This is an optimization exercise on Yosys and OpenROAD, whose aim is small area and few clock cycles, not a production implementation.
At most, simulation tests tie the RTL to the original design; equivalence was not proved.
No functional check of the RTL was part of runs 5 and 6.
In every run shown here, the design's own scripts or RTL, not TritonCTS, make the clock network.
The clock port is modelled as an ideal driver, which makes a skipped or thinned clock tree look cheaper than it is; a real chip needs a root buffer or a tree.
No activity file was given, so power comes from the tool's default toggle rates.

$ cat flow/run.sh
#!/bin/bash
# Standard ORFS layout, with the smallest buffer on the ports and a one-level
# clock tree built by flow/pre_cts.tcl in place of ORFS's CTS.
export BUFFER_PORTS_ARGS="-buffer_cell sky130_fd_sc_hd__buf_1"
export PRE_CTS_TCL="$PWD/flow/pre_cts.tcl"
bash standard.sh finish > standard.log 2>&1
$ cat flow/ctsbuf.tcl
# Clock tree of a few buffers: the flip-flops are split into CTS_NBUF groups by
# position (k-means), and each group gets one clock buffer at its centroid,
# fed straight from the clock port.
proc my_clock_buffers { nbuf cell } {
  set block [ord::get_db_block]
  set dbu [$block getDbUnitsPerMicron]
  set sinks [get_pins -of_objects [get_nets clock] -filter "direction==input"]
  set pts {}
  foreach p $sinks {
    set inst [sta::sta_to_db_inst [$p instance]]
    set bb [$inst getBBox]
    lappend pts [list [get_full_name $p] [expr {([$bb xMin]+[$bb xMax])/2.0/$dbu}] [expr {([$bb yMin]+[$bb yMax])/2.0/$dbu}]]
  }
  # initial centres: spread along x
  set sorted [lsort -real -index 1 $pts]
  set n [llength $sorted]
  set cent {}
  for {set k 0} {$k < $nbuf} {incr k} {
    set e [lindex $sorted [expr {int(($k + 0.5) * $n / $nbuf)}]]
    lappend cent [list [lindex $e 1] [lindex $e 2]]
  }
  for {set it 0} {$it < 20} {incr it} {
    set groups {}
    for {set k 0} {$k < $nbuf} {incr k} { lappend groups {} }
    foreach e $pts {
      set best 0; set bd 1e30
      for {set k 0} {$k < $nbuf} {incr k} {
        set c [lindex $cent $k]
        set d [expr {abs([lindex $e 1]-[lindex $c 0]) + abs([lindex $e 2]-[lindex $c 1])}]
        if {$d < $bd} { set bd $d; set best $k }
      }
      lset groups $best [concat [lindex $groups $best] [list $e]]
    }
    set cent {}
    foreach g $groups {
      set sx 0; set sy 0
      foreach e $g { set sx [expr {$sx + [lindex $e 1]}]; set sy [expr {$sy + [lindex $e 2]}] }
      set m [expr {max(1,[llength $g])}]
      lappend cent [list [expr {$sx/$m}] [expr {$sy/$m}]]
    }
  }
  set k 0
  foreach g $groups c $cent {
    if {[llength $g] == 0} continue
    set pins {}
    foreach e $g { lappend pins [get_pins [lindex $e 0]] }
    puts "clock buffer $k: [llength $g] sinks at $c"
    insert_buffer -buffer_cell $cell -net clock -load_pins $pins -location $c -buffer_name clkbuf_bench_$k -net_name clknet_bench_$k
    incr k
  }
}
$ cat flow/pre_cts.tcl
# Runs before ORFS's CTS step: builds the clock tree here (one level of
# clock buffers, see ctsbuf.tcl) and turns ORFS's clock_tree_synthesis call
# into a no-op.
source [file join [file dirname [info script]] ctsbuf.tcl]
my_clock_buffers 4 sky130_fd_sc_hd__clkbuf_8
set_propagated_clock [all_clocks]
rename clock_tree_synthesis orfs_clock_tree_synthesis
proc clock_tree_synthesis { args } { puts "clock tree built by pre_cts.tcl" }
$ cat standard.sh
#!/bin/bash
# synth_recipe.tcl (not shown) runs the flow's synth.tcl, then flattens the netlist and writes it again
# the make line also repeats each setting of config.mk as NAME=value (left out here)
make -C /OpenROAD-flow-scripts/flow DESIGN_CONFIG=/design/flow/config.mk WORK_HOME=/design/flow/orfs CLKGATE_MAP_FILE= SYNTH_SCRIPT=/design/flow/synth_recipe.tcl "${@:-finish}"
$ cat config.mk
export PLATFORM = sky130hd
export DESIGN_NAME = data_pipe_1ton
export DESIGN_NICKNAME = data_pipe_1ton
export VERILOG_FILES = /design/flow/design.v
export SDC_FILE = /design/flow/constraint.sdc
export NUM_CORES = 4
export LEC_CHECK = 0
export ABC_AREA = 1
export CAP_MARGIN = 20
export CORE_AREA = 2 2 60 60
export DIE_AREA = 0 0 62 62
export PLACE_DENSITY = 0.8
export SLEW_MARGIN = 20
$ cat constraint.sdc
create_clock -name core_clock -period 5.0 [get_ports {clock}]
set_input_delay 1.0000 -clock core_clock [delete_from_list [all_inputs] [get_ports {clock}]]
set_output_delay 1.0000 -clock core_clock [all_outputs]
set_load 0.01 [all_outputs]
$ cat design.v
`timescale 1ns/1ps
module data_pipe_1ton #(
    parameter   DSIZE   = 8,
    parameter   NSIZE   = 8
)(
    input                           clock,
    input                           rst_n,
    input [DSIZE-1:0]               wr_data,
    input                           wr_vld,
    output logic                    wr_ready,
    input                           wr_align_last,
    output logic[DSIZE*NSIZE-1:0]   rd_data,
    output logic                    rd_vld,
    input                           rd_ready
);
localparam CW = (NSIZE <= 2) ? 1 : (NSIZE <= 4) ? 2 : (NSIZE <= 8) ? 3 : (NSIZE <= 16) ? 4 : (NSIZE <= 32) ? 5 : (NSIZE <= 64) ? 6 : (NSIZE <= 128) ? 7 : 8;
logic [CW-1:0]                  cnt;         
logic [CW-1:0]                  cnt_next;    
logic [DSIZE*(NSIZE-1)-1:0]     sr;
logic                           accept;
logic                           last;
generate
if (NSIZE == 8) begin : g_seq8
    assign cnt_next = {cnt[1:0], (cnt[2] ~^ (cnt[0] & ~cnt[1]))};
    assign last     = (cnt == 3'b100);
end else begin : g_bin
    assign cnt_next = (cnt == NSIZE-1) ? '0 : cnt + 1'b1;
    assign last     = (cnt == NSIZE-1);
end
endgenerate
assign wr_ready = !last || rd_ready;
assign accept   = wr_vld && wr_ready;
assign rd_vld   = wr_vld && rd_ready && last;
assign rd_data  = {sr, wr_data};
logic shift, hold;
assign shift = accept && !wr_align_last;
assign hold  = !accept;
always @(posedge clock, negedge rst_n) begin
    if (!rst_n)
        cnt <= '0;
    else
        cnt <= ({CW{shift}} & cnt_next) | ({CW{hold}} & cnt);
end
always @(posedge clock) begin
    if (accept)
        sr <= {sr[DSIZE*(NSIZE-2)-1:0], wr_data};
end
endmodule
==> flow_summary.yaml, run 1 <==
sta:
  worstMarginPinSlew_ns: 0.852
  final.period_utilization_pct: 51.0
  max_freq_mhz: 392
  maxSlewViolCount: 0
  period_needed_ns: 2.55
  slew_headroom_pct: 43.1
  timing.hold.ws_ns: 0.442
  clock_skew_ns: 0.0189
  setup_viol_count_final: 0
  rsz0062_at_grt: "false"
  setup_tns_ns: 0
  hold_viol: 0
  fin_ws_ns: 2.45
cts:
  postCtsSetupBuffers: 0
  cts_repair_resize_count: 0
  clkSlewWorstSetupHoldPaths_ns: 0.10
  holdBufCountCts: 0
  clock_latency_ns: 0.15
die:
  ios: 79
  fp.dieArea_mm2: 0.00384
  row_count: 21
  die_w_um: 62
  start_util_pct: 58.7
  coreArea_mm2: 0.00328
  fp.dieH_um: 62
synthesis:
  yosys.area_share.simple_pct: 4.61
  yosysTopAreaCellShare_pct: 87.2
  ys_warn_count: 1
  yosys-top-cells-area: "edfxtp_1 (87%), dfrtp_1 (3.9%), buf_4 (3.1%), nand2_1 (1.8%), inv_1 (1.2%)"
  netlist_area_mm2: 0.00193
  netlist_instances: 91
  synth-adder-area-share_pct: 0
  synth_xor_area_share_pct: 0
  syn-num-nets: 104
  ys_seq_area_share_pct: 91.1
  synth_top_family_by_area: "simple AND/OR/NAND/NOR gates"
  synth_top_area_cell: "edfxtp_1"
  avgSynthCellArea_um2: 21.2
  ys_ff_latch: 59
  muxShareOfSynthArea_pct: 0
  ys_types: 11
  synth-compound-area-share_pct: 0
power:
  p_per_area_mw_per_mm2: 369
  peakVddDrop_uv: 234
  p_leak_nw: 0.774
global_routing:
  gr-usage-met1_pct: 15.9
  grt_pass1_vias: 817
  antenna_found_initial: 0
  grt_busiest_layer: "met2"
  grt_use_met2_pct: 22.6
  grt.total_usage_pct: 12.8
  grt-ovfl-total: 0
  grt.met3_usage_pct: 3.52
  grt_pass1_wl_mm: 3.62
  grt_max_degree: 57
run_status:
  status: "finished clean"
critical_path:
  criticalPathCategory: "input port to output pin"
  crit_arrival_ns: 1.55
  slowest_stage: "buf_1"
  worstPathCellList: "buf_1 > inv_1 > nor2_1 > buf_1"
  crit_path_start_kind: "input port"
  crit_path_frequent_cell: "buf_1"
  cp.required_ns: 4.00
  cpPeakStageDelay_ns: 0.19
  cp_max_fo: 5
  endpoint_kind: "output pin"
  worst-r2r-cell-count: 4
finish:
  final_common_cell: "buf_1"
  fin_cells: 211
  syn_to_final_growth_pct: 18.0
  final_util_pct: 69.3
  antenna_cells: 0
  fill_cells: 240
  fin_nets: 180
  drive_gt1_share_pct: 4.85
  layout_common_cells: "buf_1 (78), edfxtp_1 (56), nand2_1 (9)"
place:
  post-dp-hpwl_mm: 1.92
  dp.cells: 207
  dp_slack_ns: 2.43
  routabilityCongestion: 0.720
  placement.io_buffers: 78
worst_hold_path:
  worstHoldPathType: "flip-flop to flip-flop"
  hold_depth: 0
detailed_routing:
  ant_nets: 0
  first_iter_violations: 27
  firstDrtPassIters: 4
  num_vias: 1020
  drt-vias-per-instance: 4.83
  wl_per_cell_um: 12.7
  drcViolationCount: 0
  wl_mm: 2.67
job:
  maxCapViolations: 0
## state kept, by name, summed over array words and instances, names as in the netlist
register,flops
cnt,3
sr,56
## power breakdown
part / switching, mW / leakage [nW] / internal [mW] / total (mW)
logic: 0.0462 / 0.159 / 0.0185 / 0.0646
registers: 0.0171 / 0.587 / 0.581 / 0.598
clock network: 0.102 / 0.0288 / 0.0735 / 0.175
total: 0.165 / 0.774 / 0.673 / 0.838
## final cells by class, clock buffers not listed
type	count	area, µm²	area share (%)
repair buffers	78	293	12.9
inverters	6	23.8	1.05
well taps	46	57.6	2.53
flip-flops and latches	59	1760	77.2
multi-input cells	18	88.8	3.91
## Yosys cell counts (all sizes together)
cell / number
edfxtp: 56
buf: 8
dfrtp: 3
nand2: 10
nor2: 2
inv: 6
nand4: 3
nand3: 3
## worst max-delay path: cells and delay by family
kind,cells,cell delay [ns]
buf+inv,3,0.45
simple gates,1,0.10
## layer usage
metal / vias up / share of wire [%]
met4: 0 / 0.71
met3: 2 / 10
li1: 476 / -
met2: 60 / 50
met5: - / 0
met1: 482 / 39
## per-stage QoR
stage	total power [mW]	area (µm²)
after global placement	0.671	2220
after detailed placement	0.675	2220
final	0.838	2270
after global routing	0.873	2270
after floorplan	0.646	1930
after CTS	0.845	2270
## logic make-up (layout without fill, tap and decap cells)
family,count (synthesis),in the layout
buffers and inverters,14,88
and+or+nand+nor,18,18
DFF,59,59
## worst paths after layout
check                      startpoint     end  slack (ns)
setup / recovery               wr_vld  rd_vld        2.45
hold / removal                 sr[42]  sr[50]        0.44
setup reg to reg               cnt[0]   sr[1]        2.93
hold reg to reg                sr[42]  sr[50]        0.44
max in group asynchronous       rst_n  cnt[2]        4.19
min in group asynchronous       rst_n  cnt[0]        0.66
Testbench counts, summed over its fixed seeds: cycles 25,600.
==> run 2: changes to the inputs <==
--- a/config.mk
+++ b/config.mk
@@ -7,3 +7,2 @@
 export LEC_CHECK = 0
-export ABC_AREA = 1
 export CAP_MARGIN = 20
==> flow_summary.yaml, run 2 <==
finish:
  reg_top3: "sr: 56 flops, cnt: 3 flops"
  top_register: "sr"
  final_common_cell: "buf_1"
  largest_register_ffs: 56
  syn_to_final_growth_pct: 18.1
  antenna_cells: 0
  fin_nets: 171
  drive_gt1_share_pct: 3.85
  layout_common_cells: "buf_1 (78), edfxtp_1 (56), clkbuf_8 (4)"
sta:
  setup_viol_count_final: 0
  rsz0062_at_grt: "false"
  hold_viol: 0
  maxSlewViolCount: 0
  max_freq_mhz: 358
  final.period_utilization_pct: 55.9
  clock_skew_ns: 0.0253
  slew_headroom_pct: 54.3
  setup_tns_ns: 0
  worstMarginPinSlew_ns: 0.686
  period_needed_ns: 2.79
critical_path:
  worst-r2r-setup-slack_ns: 3.29
  cp_top_family: "simple AND/OR/NAND/NOR gates"
  cp-startpoint: "rd_ready"
  worstPathCellList: "buf_1 > or4_4 > buf_1"
  crit_path_start_kind: "input port"
  cp_max_fo: 3
  slowest_stage: "or4_4"
  path_buf_inv: 2
  cp.depth: 3
  crit-reg2reg-launch: "cnt[0]"
  endpoint_kind: "output pin"
  cpPeakStageDelay_ns: 0.55
  worst-r2r-cell-count: 2
  endpoint: "wr_ready"
  crit_arrival_ns: 1.79
  rr_endpoint: "sr[28]"
  cp.required_ns: 4.00
  criticalPathCategory: "input port to output pin"
  crit_path_frequent_cell: "buf_1"
synthesis:
  netlist_instances: 82
  avgSynthCellArea_um2: 23.3
  ys_top_cells_by_count: "edfxtp_1 (56), buf_4 (8), dfrtp_1 (3), nand2_1 (3)"
  ys_types: 14
  synth_top_area_cell: "edfxtp_1"
  ys_seq_area_share_pct: 92.0
  ys_warn_count: 1
  synthArstFlopShare_pct: 5.08
  synthFlopType: "edfxtp_1"
  yosysTopAreaCellShare_pct: 88.1
  synth.most_common_cell: "edfxtp_1"
  netlist_area_mm2: 0.00191
  syn-num-nets: 95
  yosys-top-cells-area: "edfxtp_1 (88%), dfrtp_1 (3.9%), buf_4 (3.1%), or2b_1 (0.79%), nand2_1 (0.59%)"
  synth-edff-count: 56
  ys_ff_latch: 59
global_routing:
  antenna_found_initial: 0
  grt_busiest_layer: "met2"
  grt.total_usage_pct: 12.4
  grt-ovfl-total: 0
  grt_use_met2_pct: 22.8
  grt_pass1_wl_mm: 3.56
  gr-usage-met1_pct: 14.7
  grt_max_degree: 57
  grt.met3_usage_pct: 2.90
  grt_pass1_vias: 833
die:
  fp.dieH_um: 62
  die_w_um: 62
  start_util_pct: 58.1
  fp.dieArea_mm2: 0.00384
  coreArea_mm2: 0.00328
  ios: 79
  row_count: 21
detailed_routing:
  drt-vias-per-instance: 4.93
  firstDrtPassIters: 4
  drcViolationCount: 0
  wl_mm: 2.84
  first_iter_violations: 41
  wl_per_cell_um: 14.1
  num_vias: 995
  ant_nets: 0
power:
  p_leak_nw: 0.735
  p_per_area_mw_per_mm2: 404
  peakVddDrop_uv: 277
  total_power_uw: 911
cts:
  cts_repair_resize_count: 0
  clkSlewWorstSetupHoldPaths_ns: 0.10
  clock_latency_ns: 0.16
  holdBufCountCts: 0
  postCtsSetupBuffers: 0
job:
  maxCapViolations: 0
worst_hold_path:
  worstHoldPathType: "flip-flop to flip-flop"
place:
  post-dp-hpwl_mm: 1.94
  placement.io_buffers: 78
  routabilityCongestion: 0.882
run_status:
  status: "finished clean"
## run 2: cell types whose count changed after synthesis, moves of 2 or more
cell	before	now
inv_1	6	2
nand4_1	3	0
or2b_1	0	2
nand2_1	9	3
## run 2: cell families after synthesis
| logic type | Yosys count | share of synthesized area (%) |
|---|---|---|
| DFF | 59 | 92.0 |
| and+or+nand+nor | 10 | 3.34 |
| buffers and inverters | 10 | 3.54 |
| AOI/OAI and AO/OA | 3 | 1.11 |
## run 2: area by class of cell, clock buffers not listed
cell class              count  area (µm²)
fillers                   227        1030
repair buffers             78         293
flip-flops and latches     59        1760
multi-input cells          13        85.1
inverters                   2        7.51
well taps                  46        57.6
## run 2: worst min path at each step
stage,end,cells after the start,slack [ns],from
after floorplan,sr[10],0,0.50,sr[2]
after global placement,sr[30],0,0.43,sr[22]
after detailed placement,sr[44],0,0.43,sr[36]
after CTS,sr[29],0,0.43,sr[21]
after global routing,sr[30],0,0.44,sr[22]
final,sr[29],0,0.42,sr[21]
## run 2: power breakdown
| group | internal [mW] | leakage, nW | total (mW) | switching [mW] |
|---|---|---|---|---|
| clock network | 0.0736 | 0.0288 | 0.180 | 0.106 |
| logic | 0.0286 | 0.121 | 0.0978 | 0.0692 |
| registers | 0.607 | 0.585 | 0.633 | 0.0261 |
| total | 0.709 | 0.735 | 0.911 | 0.202 |
## run 2: worst reg2reg max path, delay by kind of cell, from the launching register on
family | cells | cell delay, ns
and+or+nand+nor | 2 | 0.95
DFF | 1 | 0.44
## run 2: through the flow
step / cell area [µm²] / std cells / hold slack (ns) / setup WS, ns / util, %
final: 2250 / 202 / 0.425 / 2.21 / 68.6
after global routing: 2250 / 202 / 0.440 / 2.20 / 68.6
after CTS: 2250 / 202 / 0.428 / 2.22 / 68.6
after detailed placement: 2200 / 198 / 0.433 / 2.22 / 67.0
after global placement: 2200 / 198 / 0.426 / 2.24 / 67.0
after floorplan: 1910 / 82 / 0.499 / 2.45 / -
## run 2: per-layer routing
layer	wire length [µm]	part of all wire, %	up-vias
li1	-	-	452
met4	44	1.5	0
met3	281	9.9	5
met5	0	0	-
met1	1130	40	478
met2	1390	49	60
==> run 3: changes to the inputs <==
--- a/design.v
+++ b/design.v
@@ -16,7 +16,7 @@
 localparam CW = (NSIZE <= 2) ? 1 : (NSIZE <= 4) ? 2 : (NSIZE <= 8) ? 3 : (NSIZE <= 16) ? 4 : (NSIZE <= 32) ? 5 : (NSIZE <= 64) ? 6 : (NSIZE <= 128) ? 7 : 8;
-logic [CW-1:0]                  cnt;         
-logic [CW-1:0]                  cnt_next;    
-logic [DSIZE*(NSIZE-1)-1:0]     sr;
-logic                           accept;
-logic                           last;
+logic [CW-1:0]  cnt;         
+logic [CW-1:0]  cnt_next;    
+logic           word_vld;
+logic           accept;
+logic           last;
 generate
@@ -30,6 +30,5 @@
 endgenerate
-assign wr_ready = !last || rd_ready;
+assign wr_ready = !word_vld || rd_ready;
 assign accept   = wr_vld && wr_ready;
-assign rd_vld   = wr_vld && rd_ready && last;
-assign rd_data  = {sr, wr_data};
+assign rd_vld   = word_vld;
 logic shift, hold;
@@ -38,6 +37,10 @@
 always @(posedge clock, negedge rst_n) begin
-    if (!rst_n)
-        cnt <= '0;
-    else
+    if (!rst_n) begin
+        cnt      <= '0;
+        word_vld <= 1'b0;
+    end else begin
         cnt <= ({CW{shift}} & cnt_next) | ({CW{hold}} & cnt);
+        if (accept && last)  word_vld <= 1'b1;
+        else if (rd_ready)   word_vld <= 1'b0;
+    end
 end
@@ -45,3 +48,3 @@
     if (accept)
-        sr <= {sr[DSIZE*(NSIZE-2)-1:0], wr_data};
+        rd_data <= {rd_data[DSIZE*(NSIZE-1)-1:0], wr_data};
 end
==> flow_summary.yaml, run 3 <==
critical_path:
  cp_max_fo: 4
  crit-reg2reg-launch: "word_vld"
  criticalPathCategory: "input port to output pin"
  crit_arrival_ns: 1.44
  cp.required_ns: 4.00
  rr_endpoint: "rd_data[29]"
  worst-r2r-setup-slack_ns: 3.33
  crit_path_start_kind: "input port"
  worst-r2r-cell-count: 5
  endpoint_kind: "output pin"
worst_hold_path:
  worstHoldPathType: "flip-flop to flip-flop"
  min_from: "rd_data[37]"
  hold_depth: 0
  hold_path_end: "rd_data[45]"
detailed_routing:
  wl_mm: 2.89
  firstDrtPassIters: 4
  first_iter_violations: 47
  wl_per_cell_um: 13.4
  num_vias: 1057
  ant_nets: 0
  drt-vias-per-instance: 4.92
  drcViolationCount: 0
synthesis:
  ys_warn_count: 1
  synth_top_area_cell: "edfxtp_1"
  netlist_area_mm2: 0.00214
  ys_ff_latch: 68
  synth-edff-count: 64
  synthArstFlopShare_pct: 5.88
  avgSynthCellArea_um2: 24.9
  ys_top_cells_by_count: "edfxtp_1 (64), dfrtp_1 (4)"
  ys_types: 16
  synthFlopType: "edfxtp_1"
  synth.most_common_cell: "edfxtp_1"
  yosys-top-cells-area: "edfxtp_1 (90%), dfrtp_1 (4.7%), mux2_4 (0.70%), nor2b_4 (0.64%), nand2_4 (0.53%)"
  ys_seq_area_share_pct: 94.4
  yosysTopAreaCellShare_pct: 89.7
  syn-num-nets: 99
  netlist_instances: 86
power:
  power_switching_uw: 195
  switching_share_pct: 20.0
  power_frac_seq_pct: 72.2
  cell_internal_pwr_uw: 780
  clkPwrFrac_pct: 19.4
  p_leak_nw: 0.856
  p_comb_share_pct: 8.4
  p_per_area_mw_per_mm2: 381
  peakVddDrop_uv: 301
finish:
  final_common_cell: "buf_1"
  drive_gt1_share_pct: 5.92
  layout_common_cells: "buf_1 (78), edfxtp_1 (64), clkbuf_8 (4), dfrtp_1 (4)"
  top_register: "rd_data"
  antenna_cells: 0
  reg_top3: "rd_data: 64 flops, cnt: 3 flops, word_vld: 1 flops"
  fin_nets: 184
  syn_to_final_growth_pct: 19.3
  largest_register_ffs: 64
sta:
  slew_headroom_pct: 51.3
  maxSlewViolCount: 0
  fin_ws_ns: 2.56
  final.period_utilization_pct: 48.8
  setup_tns_ns: 0
  rsz0062_at_grt: "false"
  hold_viol: 0
  setup_viol_count_final: 0
  period_needed_ns: 2.44
  worstMarginPinSlew_ns: 0.730
  clock_skew_ns: 0.0482
  max_freq_mhz: 410
job:
  maxCapViolations: 0
global_routing:
  grt_pass1_wl_mm: 3.97
  grt-ovfl-total: 0
  grt_max_degree: 65
  grt_pass1_vias: 925
  antenna_found_initial: 0
  grt.total_usage_pct: 13.9
die:
  start_util_pct: 65.2
  ios: 79
  fp.dieArea_mm2: 0.00384
  fp.dieH_um: 62
  row_count: 21
  coreArea_mm2: 0.00328
  die_w_um: 62
run_status:
  status: "finished clean"
cts:
  clock_latency_ns: 0.18
  holdBufCountCts: 0
  clkSlewWorstSetupHoldPaths_ns: 0.07
  cts_repair_resize_count: 0
  postCtsSetupBuffers: 0
place:
  post-dp-hpwl_mm: 2.13
  routabilityCongestion: 0.748
  placement.io_buffers: 78
  dp_slack_ns: 2.56
run 3: cell families after synthesis:
kind of cell / Yosys count / share of synthesized area, %
mux: 1 / 0.701
buf+inv: 3 / 0.643
flops: 68 / 94.4
compound gates: 4 / 1.05
simple gates: 9 / 2.80
xor+xnor: 1 / 0.409
run 3: power groups by stage:
stage	Combinational, mW	Clock [mW]	Sequential [mW]
floorplan	0.0256	0	0.733
global placement	0.0820	0	0.712
detailed placement	0.0841	0	0.717
CTS	0.0838	0.197	0.704
global route	0.0922	0.214	0.710
finish	0.0822	0.189	0.703
run 3: through the flow:
step	util (%)	hold WS (ns)	std cells	power, mW	instance area, µm²
2_1_floorplan	-	0.460	86	0.759	2140
3_3_place_gp	76.1	0.428	211	0.794	2500
3_5_place_dp	76.1	0.432	211	0.801	2500
4_1_cts	77.8	0.446	215	0.985	2550
5_1_grt	77.8	0.463	215	1.02	2550
6_report	77.8	0.444	215	0.974	2550
run 3: layout make-up, clock buffers not listed:
class                   instances  area, µm²
repair buffers                 79        300
well taps                      46       57.6
multi-input cells              15        106
flip-flops and latches         68       2020
inverters                       3       13.8
fillers                       189        729
run 3: worst max-delay path: stages:
cell	delay [ns]
buf_1	0.10
nor2b_4	0.15
inv_4	0.06
buf_1	0.13
run 3: layer usage:
layer / global-route usage [%] / share of wire [%]
met5: 0 / 0
met4: 3.04 / 2.8
met3: 3.11 / 8.7
met2: 25.6 / 52
met1: 16.6 / 37
run 3: how the worst max path moves through the flow:
stage,startpoint,cells past startpoint,slack [ns],endpoint
after floorplan,rd_ready,4,2.17,rd_data[0]
after global placement,rd_ready,4,2.58,wr_ready
after detailed placement,rd_ready,4,2.56,wr_ready
after CTS,rd_ready,4,2.56,wr_ready
after global routing,rd_ready,4,2.53,wr_ready
final,rd_ready,4,2.56,wr_ready
Testbench counts of run 3, summed over its fixed seeds: cycles 25,608.
==> run 4: changes to the inputs <==
--- a/config.mk
+++ b/config.mk
@@ -7,2 +7,3 @@
 export LEC_CHECK = 0
+export ABC_AREA = 1
 export CAP_MARGIN = 20
==> flow_summary.yaml, run 4 <==
power:
  p_per_area_mw_per_mm2: 375
  total_power_uw: 951
  peakVddDrop_uv: 304
  p_leak_nw: 0.863
synthesis:
  yosys-top-cells-area: "edfxtp_1 (91%), dfrtp_1 (4.7%), nand2_1 (2.3%), inv_1 (0.71%), nand2_2 (0.59%)"
  netlist_instances: 90
  synthFlopType: "edfxtp_1"
  ys_types: 8
  ys_seq_area_share_pct: 95.3
  synth-adder-area-share_pct: 0
  muxShareOfSynthArea_pct: 0
  ys_warn_count: 1
  synth_top_area_cell: "edfxtp_1"
  synthArstFlopShare_pct: 5.88
  synth-edff-count: 64
  netlist_area_mm2: 0.00212
  yosys.area_share.simple_pct: 3.66
  synth_top_family_by_area: "simple AND/OR/NAND/NOR gates"
  synth_xor_area_share_pct: 0
  syn-num-nets: 103
  synth-compound-area-share_pct: 0.354
  yosysTopAreaCellShare_pct: 90.6
  avgSynthCellArea_um2: 23.6
  ys_ff_latch: 68
  ys_top_cells_by_count: "edfxtp_1 (64), nand2_1 (13), dfrtp_1 (4), inv_1 (4), nand2_2 (2)"
  synth.most_common_cell: "edfxtp_1"
sta:
  clock_skew_ns: 0.00817
  setup_viol_count_final: 0
  rsz0062_at_grt: "false"
  hold_viol: 0
  setup_tns_ns: 0
  max_freq_mhz: 428
  maxSlewViolCount: 0
  period_needed_ns: 2.34
  worstMarginPinSlew_ns: 0.745
  final.period_utilization_pct: 46.7
  slew_headroom_pct: 50.3
critical_path:
  cp.required_ns: 4.00
  crit_arrival_ns: 1.34
  endpoint_kind: "output pin"
  crit_path_start_kind: "input port"
  cp_max_fo: 3
  criticalPathCategory: "input port to output pin"
cts:
  cts_repair_resize_count: 0
  holdBufCountCts: 0
  clock_latency_ns: 0.15
  postCtsSetupBuffers: 0
  clkSlewWorstSetupHoldPaths_ns: 0.10
finish:
  top_register: "rd_data"
  reg_top3: "rd_data: 64 flops, cnt: 3 flops, word_vld: 1 flops"
  final_common_cell: "buf_1"
  syn_to_final_growth_pct: 19.5
  antenna_cells: 0
  fill_cells: 207
  drive_gt1_share_pct: 5.20
  largest_register_ffs: 64
  layout_common_cells: "buf_1 (78), edfxtp_1 (64), nand2_1 (13)"
  fin_nets: 188
die:
  start_util_pct: 64.6
  fp.dieArea_mm2: 0.00384
  coreArea_mm2: 0.00328
  die_w_um: 62
  fp.dieH_um: 62
  row_count: 21
  ios: 79
place:
  placement.io_buffers: 78
  routabilityCongestion: 0.877
  post-dp-hpwl_mm: 2.19
run_status:
  status: "finished clean"
detailed_routing:
  firstDrtPassIters: 4
  ant_nets: 0
  wl_per_cell_um: 13.9
  drt-vias-per-instance: 4.89
  drcViolationCount: 0
  wl_mm: 3.03
  first_iter_violations: 37
  num_vias: 1070
global_routing:
  grt_max_degree: 65
  grt_pass1_vias: 913
  grt_pass1_wl_mm: 4.04
  grt-ovfl-total: 0
  grt.total_usage_pct: 14.6
  antenna_found_initial: 0
job:
  maxCapViolations: 0
worst_hold_path:
  worstHoldPathType: "flip-flop to flip-flop"
## run 4: changes by cell type after synthesis, sizes merged
cell,previous run,this run
nand2,3,15
o21ai,3,0
nor2b,2,0
inv,3,4
mux2,1,0
nand2b,1,0
nand3,2,1
nor2,0,1
nor3,1,0
xor2,1,0
## run 4: through the flow
step,util (%),hold WS [ns],area [µm²],worst slack [ns],cells
final,77.2,0.444,2530,2.66,219
after global placement,75.5,0.427,2480,2.68,215
after detailed placement,75.5,0.432,2480,2.65,215
after floorplan,-,0.473,2120,2.09,90
after global routing,77.2,0.462,2530,2.63,219
after CTS,77.2,0.448,2530,2.66,219
## run 4: metal layers
| metal | track usage [%] | part of all wire [%] | vias up |
|---|---|---|---|
| li1 | - | - | 499 |
| met1 | 18.3 | 40 | 497 |
| met2 | 25.6 | 49 | 66 |
| met3 | 3.52 | 9.0 | 8 |
| met4 | 4.26 | 1.9 | 0 |
| met5 | 0 | 0 | - |
## run 4: worst paths after layout
| kind | slack [ns] | to | startpoint | cells past startpoint |
|---|---|---|---|---|
| max reg2reg | 3.34 | rd_data[28] | word_vld | 4 |
| min | 0.44 | rd_data[34] | rd_data[26] | 0 |
| min reg2reg | 0.44 | rd_data[34] | rd_data[26] | 0 |
| max in group asynchronous | 4.13 | cnt[2] | rst_n | 1 |
| max | 2.66 | wr_ready | rd_ready | 4 |
| min in group asynchronous | 0.67 | word_vld | rst_n | 1 |
## run 4: kinds of logic (layout without fill, tap and decap cells)
family,Yosys count,in the layout
flip-flops,68,68
AND/OR/NAND/NOR,17,17
buffers and inverters,4,87
AO/OA/AOI/OAI,1,1
## run 4: final cells by class, clock buffers not listed
cell class / count / area, µm² / area share (%)
Multi-Input combinational cell: 18 / 85.1 / 3.36
Tap cell: 46 / 57.6 / 2.27
Sequential cell: 68 / 2020 / 79.8
Timing Repair Buffer: 79 / 300 / 11.8
Inverter: 4 / 15.0 / 0.592
## run 4: critical path, cell delays in order
cell	delay [ns]
buf_1	0.06
inv_1	0.04
nand2_2	0.08
buf_1	0.15
## run 4: report_power, final
group          internal (mW)  total (mW)  switching (mW)
Sequential             0.670       0.689          0.0194
Combinational         0.0191      0.0687          0.0496
Clock                 0.0740       0.194           0.120
Total                  0.763       0.951           0.189
==> run 5: changes to the inputs <==
--- a/design.v
+++ b/design.v
@@ -17,3 +17,2 @@
 logic [CW-1:0]  cnt;         
-logic [CW-1:0]  cnt_next;    
 logic           word_vld;
@@ -21,11 +20,3 @@
 logic           last;
-generate
-if (NSIZE == 8) begin : g_seq8
-    assign cnt_next = {cnt[1:0], (cnt[2] ~^ (cnt[0] & ~cnt[1]))};
-    assign last     = (cnt == 3'b100);
-end else begin : g_bin
-    assign cnt_next = (cnt == NSIZE-1) ? '0 : cnt + 1'b1;
-    assign last     = (cnt == NSIZE-1);
-end
-endgenerate
+assign last     = (cnt == NSIZE-1);
 assign wr_ready = !word_vld || rd_ready;
@@ -33,5 +24,2 @@
 assign rd_vld   = word_vld;
-logic shift, hold;
-assign shift = accept && !wr_align_last;
-assign hold  = !accept;
 always @(posedge clock, negedge rst_n) begin
@@ -41,3 +29,6 @@
     end else begin
-        cnt <= ({CW{shift}} & cnt_next) | ({CW{hold}} & cnt);
+        if (accept) begin
+            if (last || wr_align_last) cnt <= '0;
+            else                       cnt <= cnt + 1'b1;
+        end
         if (accept && last)  word_vld <= 1'b1;
--- a/config.mk
+++ b/config.mk
@@ -7,3 +7,2 @@
 export LEC_CHECK = 0
-export ABC_AREA = 1
 export CAP_MARGIN = 20
==> flow_summary.yaml, run 5 <==
run_status:
  status: "finished clean"
critical_path:
  cp_max_fo: 3
  endpoint_kind: "output pin"
  crit_arrival_ns: 1.39
  crit_path_start_kind: "input port"
  cp.required_ns: 4.00
  worst-r2r-setup-slack_ns: 3.48
  slowest_stage: "nand2b_4"
  cpPeakStageDelay_ns: 0.15
  criticalPathCategory: "input port to output pin"
  crit_path_frequent_cell: "buf_1"
  worstPathCellList: "buf_1 > nand2b_4 > buf_1"
detailed_routing:
  num_vias: 1042
  wl_per_cell_um: 14.1
  drcViolationCount: 0
  wl_mm: 2.96
  first_iter_violations: 64
  drt-vias-per-instance: 4.99
  firstDrtPassIters: 4
  ant_nets: 0
die:
  fp.dieH_um: 62
  start_util_pct: 65.4
  die_w_um: 62
  fp.dieArea_mm2: 0.00384
  coreArea_mm2: 0.00328
  ios: 79
  row_count: 21
job:
  maxCapViolations: 0
synthesis:
  yosysTopAreaCellShare_pct: 89.5
  netlist_area_mm2: 0.00215
  synth_top_area_cell: "edfxtp_1"
  avgSynthCellArea_um2: 26.5
  synthFlopType: "edfxtp_1"
  ys_types: 10
  synthArstFlopShare_pct: 5.88
  synth.most_common_cell: "edfxtp_1"
  ys_warn_count: 1
  ys_top_cells_by_count: "edfxtp_1 (64), dfrtp_1 (4), mux2_4 (3)"
  synth-edff-count: 64
  netlist_instances: 81
  ys_ff_latch: 68
  ys_seq_area_share_pct: 94.1
  syn-num-nets: 96
  yosys-top-cells-area: "edfxtp_1 (89%), dfrtp_1 (4.7%), mux2_4 (2.1%), ha_1 (1.2%), nor3b_1 (0.70%)"
finish:
  fill_cells: 188
  largest_register_ffs: 64
  reg_top3: "rd_data: 64 flops, cnt: 3 flops, word_vld: 1 flops"
  antenna_cells: 0
  final_common_cell: "buf_1"
  top_register: "rd_data"
  layout_common_cells: "buf_1 (78), edfxtp_1 (64), clkbuf_8 (4), dfrtp_1 (4), mux2_4 (3)"
  drive_gt1_share_pct: 6.13
  fin_nets: 180
  syn_to_final_growth_pct: 19.0
global_routing:
  grt-ovfl-total: 0
  grt_max_degree: 65
  antenna_found_initial: 0
  grt_pass1_wl_mm: 3.95
  grt.total_usage_pct: 13.9
  grt_pass1_vias: 895
power:
  power_switching_uw: 177
  power_frac_seq_pct: 72.7
  clkPwrFrac_pct: 20.1
  cell_internal_pwr_uw: 765
  switching_share_pct: 18.8
  p_comb_share_pct: 7.2
  total_power_uw: 941
  peakVddDrop_uv: 285
  p_per_area_mw_per_mm2: 368
  p_leak_nw: 0.873
sta:
  hold_viol: 0
  rsz0062_at_grt: "false"
  clock_skew_ns: 0.0131
  setup_tns_ns: 0
  max_freq_mhz: 418
  maxSlewViolCount: 0
  worstMarginPinSlew_ns: 0.723
  period_needed_ns: 2.39
  setup_viol_count_final: 0
  final.period_utilization_pct: 47.9
  slew_headroom_pct: 51.8
cts:
  postCtsSetupBuffers: 0
  clock_latency_ns: 0.15
  clkSlewWorstSetupHoldPaths_ns: 0.08
  cts_repair_resize_count: 0
  holdBufCountCts: 0
place:
  placement.io_buffers: 78
  post-dp-hpwl_mm: 2.21
  routabilityCongestion: 0.804
worst_hold_path:
  worstHoldPathType: "flip-flop to flip-flop"
==> run 5: changes by cell type in the layout (fill, tap and decap cells not counted), moves of 2 or more <==
cell | before | now
nand2_1 | 13 | 2
mux2_4 | 0 | 3
ha_1 | 0 | 2
nand2_2 | 2 | 0
inv_1 | 3 | 0
nor3b_1 | 0 | 2
==> run 5: path summary, 6_finish.rpt <==
path / cells after the start / to / startpoint
max: 3 / wr_ready / rd_ready
min: 0 / rd_data[36] / rd_data[28]
max reg2reg: 3 / rd_data[52] / word_vld
min reg2reg: 0 / rd_data[36] / rd_data[28]
max in group asynchronous: 1 / word_vld / rst_n
min in group asynchronous: 1 / cnt[1] / rst_n
==> run 5: cells by family (layout without fill, tap and decap cells) <==
family | Yosys count | count (layout) | share of synthesized area (%)
buffers and inverters | 1 | 83 | 0.175
multiplexers | 3 | 3 | 2.10
AND/OR/NAND/NOR | 7 | 7 | 2.45
flip-flops | 68 | 68 | 94.1
adder cells (fa/ha/maj) | 2 | 2 | 1.16
==> run 5: per-stage QoR <==
step | std cells | hold slack, ns | util [%] | setup WS [ns] | area [µm²]
4_1_cts | 209 | 0.453 | 77.8 | 2.58 | 2560
6_report | 209 | 0.452 | 77.8 | 2.61 | 2560
2_1_floorplan | 81 | 0.486 | - | 2.11 | 2150
3_5_place_dp | 205 | 0.433 | 76.2 | 2.59 | 2500
5_1_grt | 209 | 0.459 | 77.8 | 2.56 | 2560
3_3_place_gp | 205 | 0.427 | 76.1 | 2.45 | 2500
==> run 5: power groups by stage <==
stage          clock (mW)  sequential [mW]  combinational, mW
2_1_floorplan           0            0.711             0.0211
3_3_place_gp            0            0.694             0.0663
3_5_place_dp            0            0.698             0.0690
4_1_cts             0.194            0.685             0.0687
5_1_grt             0.210            0.690             0.0759
6_report            0.189            0.684             0.0677
==> run 5: final cells by class, clock buffers not listed <==
| class | instances | area, µm² | area share [%] |
|---|---|---|---|
| Timing Repair Buffer | 78 | 293 | 11.5 |
| Multi-Input combinational cell | 12 | 123 | 4.80 |
| Tap cell | 46 | 57.6 | 2.25 |
| Sequential cell | 68 | 2020 | 79.1 |
| Inverter | 1 | 6.26 | 0.245 |
==> run 5: worst max-delay path, delay by kind of cell <==
| family | cells | cell delay (ns) |
|---|---|---|
| AND/OR/NAND/NOR | 1 | 0.15 |
| buffers and inverters | 2 | 0.24 |
==> run 5: layer usage <==
layer	GRT usage, %	share of wire (%)
met1	17.5	39
met2	24.4	50
met3	2.90	8.8
met4	3.95	2.7
met5	0	0
==> run 6: changes to the inputs <==
--- a/config.mk
+++ b/config.mk
@@ -7,2 +7,3 @@
 export LEC_CHECK = 0
+export ABC_AREA = 1
 export CAP_MARGIN = 20
==> flow_summary.yaml, run 6 <==
run_status:
  status: "finished clean"
place:
  dp_slack_ns: 2.11
  placement.io_buffers: 78
  post-dp-hpwl_mm: 2.34
  routabilityCongestion: 0.750
job:
  maxCapViolations: 0
detailed_routing:
  drcViolationCount: 0
  drt-vias-per-instance: 4.84
  firstDrtPassIters: 2
  wl_per_cell_um: 14.0
  wl_mm: 3.12
  num_vias: 1080
  ant_nets: 0
  first_iter_violations: 38
sta:
  maxSlewViolCount: 0
  hold_viol: 0
  slew_headroom_pct: 72.6
  period_needed_ns: 2.41
  setup_tns_ns: 0
  fin_ws_ns: 2.59
  clock_skew_ns: 0.0275
  worstMarginPinSlew_ns: 0.410
  rsz0062_at_grt: "false"
  setup_viol_count_final: 0
  final.period_utilization_pct: 48.1
  max_freq_mhz: 415
synthesis:
  ys_warn_count: 1
  netlist_area_mm2: 0.00215
  synthArstFlopShare_pct: 5.88
  syn-num-nets: 108
  synth-edff-count: 64
  synthFlopType: "edfxtp_1"
  ys_seq_area_share_pct: 94.0
  yosysTopAreaCellShare_pct: 89.3
  synth.most_common_cell: "edfxtp_1"
  ys_types: 10
  ys_ff_latch: 68
  avgSynthCellArea_um2: 23.1
  synth_top_area_cell: "edfxtp_1"
  ys_top_cells_by_count: "edfxtp_1 (64), nand2_1 (10), inv_1 (5), dfrtp_1 (4), nor2_1 (3)"
  netlist_instances: 93
  yosys-top-cells-area: "edfxtp_1 (89%), dfrtp_1 (4.7%), nand2_1 (1.7%), ha_1 (1.2%), inv_1 (0.87%)"
critical_path:
  endpoint_kind: "output pin"
  criticalPathCategory: "input port to output pin"
  crit_arrival_ns: 1.41
  crit_path_start_kind: "input port"
  cp.required_ns: 4.00
  cp_max_fo: 3
power:
  p_per_area_mw_per_mm2: 360
  p_leak_nw: 0.904
  peakVddDrop_uv: 269
die:
  ios: 79
  coreArea_mm2: 0.00328
  row_count: 21
  die_w_um: 62
  fp.dieArea_mm2: 0.00384
  fp.dieH_um: 62
  start_util_pct: 65.5
cts:
  postCtsSetupBuffers: 0
  clkSlewWorstSetupHoldPaths_ns: 0.11
  clock_latency_ns: 0.16
  cts_repair_resize_count: 0
  holdBufCountCts: 0
finish:
  syn_to_final_growth_pct: 20.5
  final_common_cell: "buf_1"
  fin_nets: 194
  reg_top3: "rd_data: 64 flops, cnt: 3 flops, word_vld: 1 flops"
  layout_common_cells: "buf_1 (78), edfxtp_1 (64), nand2_1 (10)"
  antenna_cells: 0
  largest_register_ffs: 64
  top_register: "rd_data"
  drive_gt1_share_pct: 5.65
  fill_cells: 189
global_routing:
  grt.met3_usage_pct: 3.11
  grt_pass1_vias: 977
  grt_busiest_layer: "met2"
  antenna_found_initial: 0
  grt_use_met2_pct: 29.9
  grt.total_usage_pct: 15.6
  grt-ovfl-total: 0
  gr-usage-met1_pct: 18.5
  grt_pass1_wl_mm: 4.37
  grt_max_degree: 38
worst_hold_path:
  worstHoldPathType: "flip-flop to flip-flop"
run 6: changes by cell type in the layout (fill, tap and decap cells not counted), sizes merged, moves of 2 or more:
cell,previous run,this run
inv,1,6
nor2,0,3
buf,78,80
mux2,3,0
nor3b,2,0
nand2,3,12
run 6: worst paths after layout:
check | cells after the start | to | from | slack, ns
min in group asynchronous | 1 | cnt[2] | rst_n | 0.65
setup reg to reg | 3 | rd_data[21] | word_vld | 3.22
hold / removal | 0 | rd_data[37] | rd_data[29] | 0.42
hold reg to reg | 0 | rd_data[37] | rd_data[29] | 0.42
max in group asynchronous | 1 | cnt[0] | rst_n | 4.13
setup / recovery | 4 | wr_ready | rd_ready | 2.59
run 6: routing by layer:
metal  share of wire, %  vias up
met1                 37      513
met5                  0        -
met2                 54       53
li1                   -      510
met3                8.4        4
met4               0.93        0
run 6: power by group:
| group | internal (mW) | leakage, nW | switching [mW] |
|---|---|---|---|
| registers | 0.660 | 0.680 | 0.0158 |
| clock network | 0.0740 | 0.0288 | 0.121 |
| logic | 0.0199 | 0.195 | 0.0424 |
run 6: area by class of cell, clock buffers not listed:
class	count	area (µm²)	share of cell area, %
flip-flops and latches	68	2020	78.0
repair buffers	80	328	12.6
inverters	6	22.5	0.869
multi-input cells	19	108	4.15
well taps	46	57.6	2.22
run 6: kinds of logic after synthesis:
logic type               after synthesis  share of synthesized area [%]
adder cells (fa/ha/maj)                2                           1.16
flip-flops                            68                           94.0
AND/OR/NAND/NOR                       15                           2.85
AO/OA/AOI/OAI                          2                          0.988
buffers and inverters                  6                           1.05
run 6: worst max-delay path: stages:
cell and delay [ns]:
buf_1 0.07, inv_1 0.11, nand2_2 0.08, buf_1 0.14
run 6: per-stage QoR:
step	hold WS, ns	instances	power, mW	cell area, µm²	utilization (%)
final	0.420	223	0.933	2590	78.9
after global routing	0.434	223	0.969	2590	78.9
after CTS	0.419	222	0.936	2560	78.1
after detailed placement	0.433	218	0.751	2510	76.4
after global placement	0.429	218	0.745	2510	76.4
after floorplan	0.453	93	0.718	2150	-

==> separate check: timing with driven ports <==
The results above use ideal ports. As a check the final layouts listed here were re-extracted and re-timed, cells and wires unchanged. Step 1 (the two cells are an assumption about what drives the block):
set clk [get_ports {clock}]
set_driving_cell -lib_cell sky130_fd_sc_hd__clkbuf_16 $clk
set_driving_cell -lib_cell sky130_fd_sc_hd__buf_2 [delete_from_list [all_inputs] $clk]
Step 2 moves the port delays by t, midway between the first and last clock arrival at a register: inputs arrive t later, outputs are due t later. That takes back most of the time a late clock gives input paths. Slacks: ideal ports / drivers / drivers and shift; pairs: ideal ports / drivers.
| run | shift t [ns] | setup slack, ns | worst setup path at the end | cell pins on the clock port's net |
|---|---|---|---|---|
| run 1 | 0.191 | 2.451 / 2.430 / 2.381 | input to register | 4 |
| run 2 | 0.197 | 2.206 / 2.185 / 2.185 | input to output | 4 |
| run 3 | 0.203 | 2.560 / 2.540 / 2.540 | input to output | 4 |
| run 4 | 0.201 | 2.664 / 2.636 / 2.634 | input to register | 4 |
| run 5 | 0.194 | 2.607 / 2.553 / 2.553 | input to output | 4 |
| run 6 | 0.197 | 2.593 / 2.571 / 2.468 | input to register | 4 |
After both steps setup and hold are still met in every run listed. The setup slack of run 6, which loses most, moves by -0.022 ns with the drivers and by -0.125 ns with both steps.
